Context: an optimization exercise on an open-source flow, tuned for small area. The choices shown serve that exercise and are no tape-out recipe.
In this exercise RTL edits were held to simulation tests only and were not proved equivalent to the original.

==> inputs of v20 <==
==> flow/design.v <==
module SPI_slave (
	input			i_clk,
	input			i_reset_n,	 
	input 			i_cs,
	input 			i_s_clk,
	input 			i_mosi,
	output   		o_spi_done,
	output [7:0] 	o_RX_byte
);
reg [7:0] r_data_reg;
reg [2:0] r_bit_count;
reg       r_done;	 
reg [2:0] r_sclk_dmt;
always @(posedge i_clk) begin
	if (~i_reset_n)
		r_sclk_dmt <= 3'b000;
	else
		r_sclk_dmt <= {r_sclk_dmt [1:0], i_s_clk};
end
wire w_sclk_rising_edge = (r_sclk_dmt[2:1] == 2'b01);
reg [1:0] r_cs_dmt;
always @(posedge i_clk) begin
	if (~i_reset_n)
		r_cs_dmt <= 2'b11;
	else
		r_cs_dmt <= {r_cs_dmt [0], i_cs};
end
wire w_cs_active = ~r_cs_dmt[1];	 
reg [1:0] r_mosi_dmt;
always @(posedge i_clk) begin
	if (~i_reset_n)
		r_mosi_dmt <= 2'b00;
	else
		r_mosi_dmt <= {r_mosi_dmt [0], i_mosi};
end
wire w_mosi_dmt = r_mosi_dmt[1];
always @(posedge i_clk) begin
	if (~i_reset_n) begin
		r_bit_count <= 3'b000;
		r_data_reg <= 8'h00;
	end
	else if(~w_cs_active) begin
		r_bit_count <= 3'b000; 
	end
	else if (w_sclk_rising_edge) begin
		r_bit_count <= r_bit_count + 3'b001;
		r_data_reg <= {r_data_reg[6:0], w_mosi_dmt};
	end
end
always @(posedge i_clk) begin
	if (~i_reset_n)
		r_done <= 1'b0;
	else
		r_done <= w_cs_active && w_sclk_rising_edge && (r_bit_count == 3'b111);
end
assign o_spi_done = r_done;
assign o_RX_byte = r_data_reg;
endmodule
`default_nettype none
module pulse_gen (
	input 	i_clk,			 
    input 	i_reset,		 
	input 	i_spi_clk,		 
	input 	i_spi_nCS,		 
	input 	i_spi_mosi,		 
	input 	start_nstop,	 
	output 	o_led,			 
	output	o_activity		 
);
localparam IDLE         		= 3'b000;
localparam RECEIVE_CONF_BITS	= 3'b001;
localparam RUN  				= 3'b011;
localparam PULSE_HIGH			= 3'b100;
localparam PULSE_LOW  			= 3'b101;
localparam RESET  				= 3'b110;
wire        w_done;			 
wire [7:0]  w_spi_byte;		 
reg [63:0]  r_conf;				 
reg [2:0]   r_index_conf_bytes;	 
reg 		r_conf_received;		 
reg [1:0]	r_spi_done_edge;
reg [39:0]	r_pause_count;
reg [23:0]	r_pulse_count;
reg 		r_led;		 
reg [2:0]   r_SM_Main;
reg [2:0]	r_prev_SM_state;
SPI_slave my_spi (
	.i_clk (i_clk),
	.i_reset_n (i_reset),
	.i_cs (i_spi_nCS),
	.i_s_clk (i_spi_clk),
	.i_mosi (i_spi_mosi),
	.o_spi_done (w_done),
	.o_RX_byte (w_spi_byte)
);
always @(posedge i_clk) begin
	if (i_reset == 0)
		r_spi_done_edge <= 2'b00;
	else
		r_spi_done_edge <= {r_spi_done_edge [0], w_done};
end
wire w_spi_done_edge = (r_spi_done_edge [1:0] == 2'b01);
always @(posedge i_clk) begin
	if (i_reset == 0) begin
		r_led <= 1'b0;
		r_conf <= 64'b0;
		r_conf_received <= 1'b0;
		r_index_conf_bytes <= 3'b0;
		r_pause_count <= 40'b0;
		r_pulse_count <= 24'b0;
		r_SM_Main <= IDLE;
		r_prev_SM_state <= IDLE;
	end
	else
	case(r_SM_Main)
		IDLE: begin
			if (r_conf_received) begin
				r_prev_SM_state <= PULSE_LOW;	 
				r_SM_Main <= RUN;				 
			end 
			else begin
				r_index_conf_bytes <= 3'b0;
				r_conf <= 64'b0;
				r_SM_Main <= RECEIVE_CONF_BITS;	 
			end
		end
		RECEIVE_CONF_BITS: begin
			if (w_spi_done_edge) begin
				r_conf <= {r_conf [55:0], w_spi_byte};
				if (r_index_conf_bytes == 3'b111) begin
					r_index_conf_bytes <= 3'b0;
					r_conf_received <= 1'b1;
					r_SM_Main <= IDLE;
				end
				else begin
					r_index_conf_bytes <= r_index_conf_bytes + 3'b1;
				end
			end
		end
		RUN: begin
			if (start_nstop) begin
				if (r_prev_SM_state == PULSE_HIGH) begin
					r_pause_count <= 40'b0;
					r_SM_Main <= PULSE_LOW;
				end
				else if (r_prev_SM_state == PULSE_LOW) begin
					r_pulse_count <= 24'b0;
					r_SM_Main <= PULSE_HIGH;
				end
			end
			else begin
				r_led <= 1'b0;
				r_SM_Main <= RUN;
			end
			if (i_reset == 0) begin
				r_SM_Main <= RESET;
			end
		end
		PULSE_HIGH: begin
			r_led <= 1;
			r_prev_SM_state <= PULSE_HIGH;
			if (!start_nstop) begin
				r_led <= 0;
				r_SM_Main <= RUN;
			end
			else if (r_pulse_count == r_conf [63:40]) begin
				r_SM_Main <= RUN;
			end
			else begin
				r_pulse_count <= r_pulse_count + 24'b1;
			end
		end
		PULSE_LOW: begin
			r_led <= 0;
			r_prev_SM_state <= PULSE_LOW;
			if (!start_nstop) begin
				r_SM_Main <= RUN;
			end
			else if (r_pause_count == r_conf [39:0]) begin
				r_SM_Main <= RUN;
			end
			else begin
				r_pause_count <= r_pause_count + 40'b1;
			end
		end
		RESET: begin
			r_led <= 1'b0;
			r_conf <= 64'b0;
			r_conf_received <= 1'b0;
			r_index_conf_bytes <= 3'b0;
			r_pause_count <= 40'b0;
			r_pulse_count <= 24'b0;
			r_SM_Main <= IDLE;
		end
	endcase
end
assign o_led = r_led;
assign o_activity = start_nstop;
endmodule
==> flow/run.sh <==
#!/bin/bash
# synth_recipe.tcl (not shown) runs the flow's synth.tcl, then flattens the netlist and writes it again
# the make line also repeats each setting of config.mk as NAME=value (left out here)
make -C /OpenROAD-flow-scripts/flow DESIGN_CONFIG=/design/flow/config.mk WORK_HOME=/design/flow/orfs CLKGATE_MAP_FILE= SYNTH_SCRIPT=/design/flow/synth_recipe.tcl finish
==> flow/config.mk <==
export PLATFORM = sky130hd
export DESIGN_NAME = pulse_gen
export DESIGN_NICKNAME = pulse_gen
export VERILOG_FILES = /design/flow/design.v
export SDC_FILE = /design/flow/constraint.sdc
export NUM_CORES = 4
export LEC_CHECK = 0
export CAP_MARGIN = 20
export CORE_MARGIN = 2
export CORE_UTILIZATION = 40
export SLEW_MARGIN = 20
==> flow/constraint.sdc <==
create_clock -name core_clock -period 10.0 [get_ports {i_clk}]
set_input_delay 2.0000 -clock core_clock [delete_from_list [all_inputs] [get_ports {i_clk}]]
set_output_delay 2.0000 -clock core_clock [all_outputs]
set_load 0.01 [all_outputs]
==> inputs of v15, as changes to v20 <==
==> flow/design.v (replaced) <==
module SPI_slave (
	input		i_clk,
	input		i_reset_n,	 
	input		i_cs,
	input		i_s_clk,
	output		o_rise,		 
	output		o_cs_active
);
reg r_sclk_prev;
always @(posedge i_clk) begin
	if (~i_reset_n)
		r_sclk_prev <= 1'b0;
	else
		r_sclk_prev <= i_s_clk;
end
assign o_cs_active = ~i_cs;
assign o_rise = ~i_cs & i_s_clk & ~r_sclk_prev;
endmodule
`default_nettype none
module pulse_gen (
	input 	i_clk,			 
	input 	i_reset,		 
	input 	i_spi_clk,		 
	input 	i_spi_nCS,		 
	input 	i_spi_mosi,		 
	input 	start_nstop,	 
	output 	o_led,			 
	output	o_activity		 
);
wire w_rise, w_cs_active;
SPI_slave my_spi (
	.i_clk (i_clk),
	.i_reset_n (i_reset),
	.i_cs (i_spi_nCS),
	.i_s_clk (i_spi_clk),
	.o_rise (w_rise),
	.o_cs_active (w_cs_active)
);
reg [63:0] r_conf;
reg [2:0]  r_bit_count;		 
reg [2:0]  r_byte_count;
reg        r_got;			 
reg        r_armed;			 
reg        r_act;			 
reg        r_ph;			 
reg        r_led;
reg [39:0] r_cnt;			 
wire w_shift     = w_rise & ~r_got;
wire w_byte_done = w_shift & (r_bit_count == 3'b111);
always @(posedge i_clk) begin
	if (w_shift)
		r_conf[7:0] <= {r_conf[6:0], i_spi_mosi};
	if (w_byte_done && r_byte_count != 3'b111)
		r_conf[63:8] <= {r_conf[55:8], r_conf[6:0], i_spi_mosi};
end
always @(posedge i_clk) begin
	if (~i_reset) begin
		r_bit_count <= 3'b000;
		r_byte_count <= 3'b000;
		r_got <= 1'b0;
		r_armed <= 1'b0;
	end
	else if (~r_got) begin
		if (~w_cs_active)
			r_bit_count <= 3'b000;
		else if (w_rise)
			r_bit_count <= r_bit_count + 3'b001;
		if (w_byte_done) begin
			r_byte_count <= r_byte_count + 3'b001;
			if (r_byte_count == 3'b111)
				r_got <= 1'b1;
		end
	end
	else if (~r_armed) begin
		r_bit_count <= r_bit_count + 3'b001;
		if (r_bit_count == 3'b100)
			r_armed <= 1'b1;
	end
end
wire [40:0] w_borrow;
assign w_borrow[0] = 1'b1;
genvar i;
generate
	for (i = 0; i < 40; i = i + 1) begin : g_dec
		assign w_borrow[i+1] = w_borrow[i] & ~r_cnt[i];
	end
endgenerate
wire w_zero = w_borrow[40];
wire [39:0] w_target = r_ph ? r_conf[39:0] : {16'b0, r_conf[63:40]};
always @(posedge i_clk) begin
	if (r_act)
		r_cnt <= r_cnt ^ w_borrow[39:0];
	else
		r_cnt <= w_target;
end
always @(posedge i_clk) begin
	if (~i_reset) begin
		r_act <= 1'b0;
		r_ph <= 1'b0;
		r_led <= 1'b0;
	end
	else begin
		if (r_act) begin
			r_led <= r_ph & start_nstop;
			r_act <= start_nstop & ~w_zero;
		end
		else begin
			r_led <= r_led & start_nstop;
			if (r_armed & start_nstop) begin
				r_act <= 1'b1;
				r_ph <= ~r_ph;
			end
		end
	end
end
assign o_led = r_led;
assign o_activity = start_nstop;
endmodule
==> comparison table <==
Number of stages on the worst setup path: v15 41; v20 2
Number of buffers and inverters on the critical path: v15 1; v20 2
Outcome: v15 complete, no violations; v20 complete, no violations
Data arrival time at the worst-slack endpoint: v15 8.05 ns; v20 3.27 ns
Sequential fraction of total cell area: v15 55.5%; v20 37.7%
Worst Setup Slack post-DPL: v15 2.20 ns; v20 4.74 ns
Multi-input combinational area share: v15 26.5%; v20 49.0%
Post-synthesis cell type count: v15 25; v20 57
Critical Path End: v15 r_cnt[39]$_DFF_P_; v20 o_activity
Detailed Route Iter0 Violations: v15 165; v20 572
FF+latch count, synth: v15 116; v20 159
Largest net degree at the start of global routing: v15 57; v20 74
Met1 capacity usage during global routing: v15 17.3%; v20 30.6%
Met3 wire len: v15 248 µm; v20 863 µm
Critical Path RT: v15 10.32 ns; v20 8.00 ns
Sw Share: v15 19.0%; v20 30.5%
Largest fanout of any net on the critical path: v15 2; v20 10
Total Die Area: v15 12,400 µm²; v20 20,200 µm²
Clock Sink Count: v15 116; v20 159
Fraction of post-synthesis cell area in the top cell type by area: v15 41.7%; v20 41.8%
Remaining max-slew budget at the tightest pin: v15 36.7%; v20 43.0%
Adder-Cell Fraction of Synth Area: v15 11.9%; v20 0.985%
Non-clock buffer instance count of the final layout: v15 9; v20 13
Post-route design area: v15 5340 µm²; v20 8450 µm²
Worst Path Class, Setup: v15 register to register; v20 input pin to output pin
Multi-input combinational cell count: v15 188; v20 714

[port drivers added, routing unchanged]
In the flow no input, the clock included, has a driving cell. The finished layouts below were timed again as built, in two steps. Step 1 assumes that a clkbuf_16 drives the clock port and a buf_2 every other input. Step 2 times the ports against the registers' clock, not the clock port: input delays grow and output delays shrink by t, the midpoint of the rising clock arrivals with the driver on. a / b / c = no drivers / after step 1 / after step 2; a / b = the first two.
run	t (ns)	setup WS [ns]	worst setup path after step 2	worst register clock-pin slew, ns
v20	0.475	4.730 / 4.706 / 4.706	input to output	0.07 / 0.07
v15	0.432	2.277 / 2.277 / 2.277	register to register	0.05 / 0.05
After both steps setup and hold are still met in every run listed. The setup slack of v20, which loses most, moves by -0.024 ns with the drivers and by -0.024 ns with both steps.
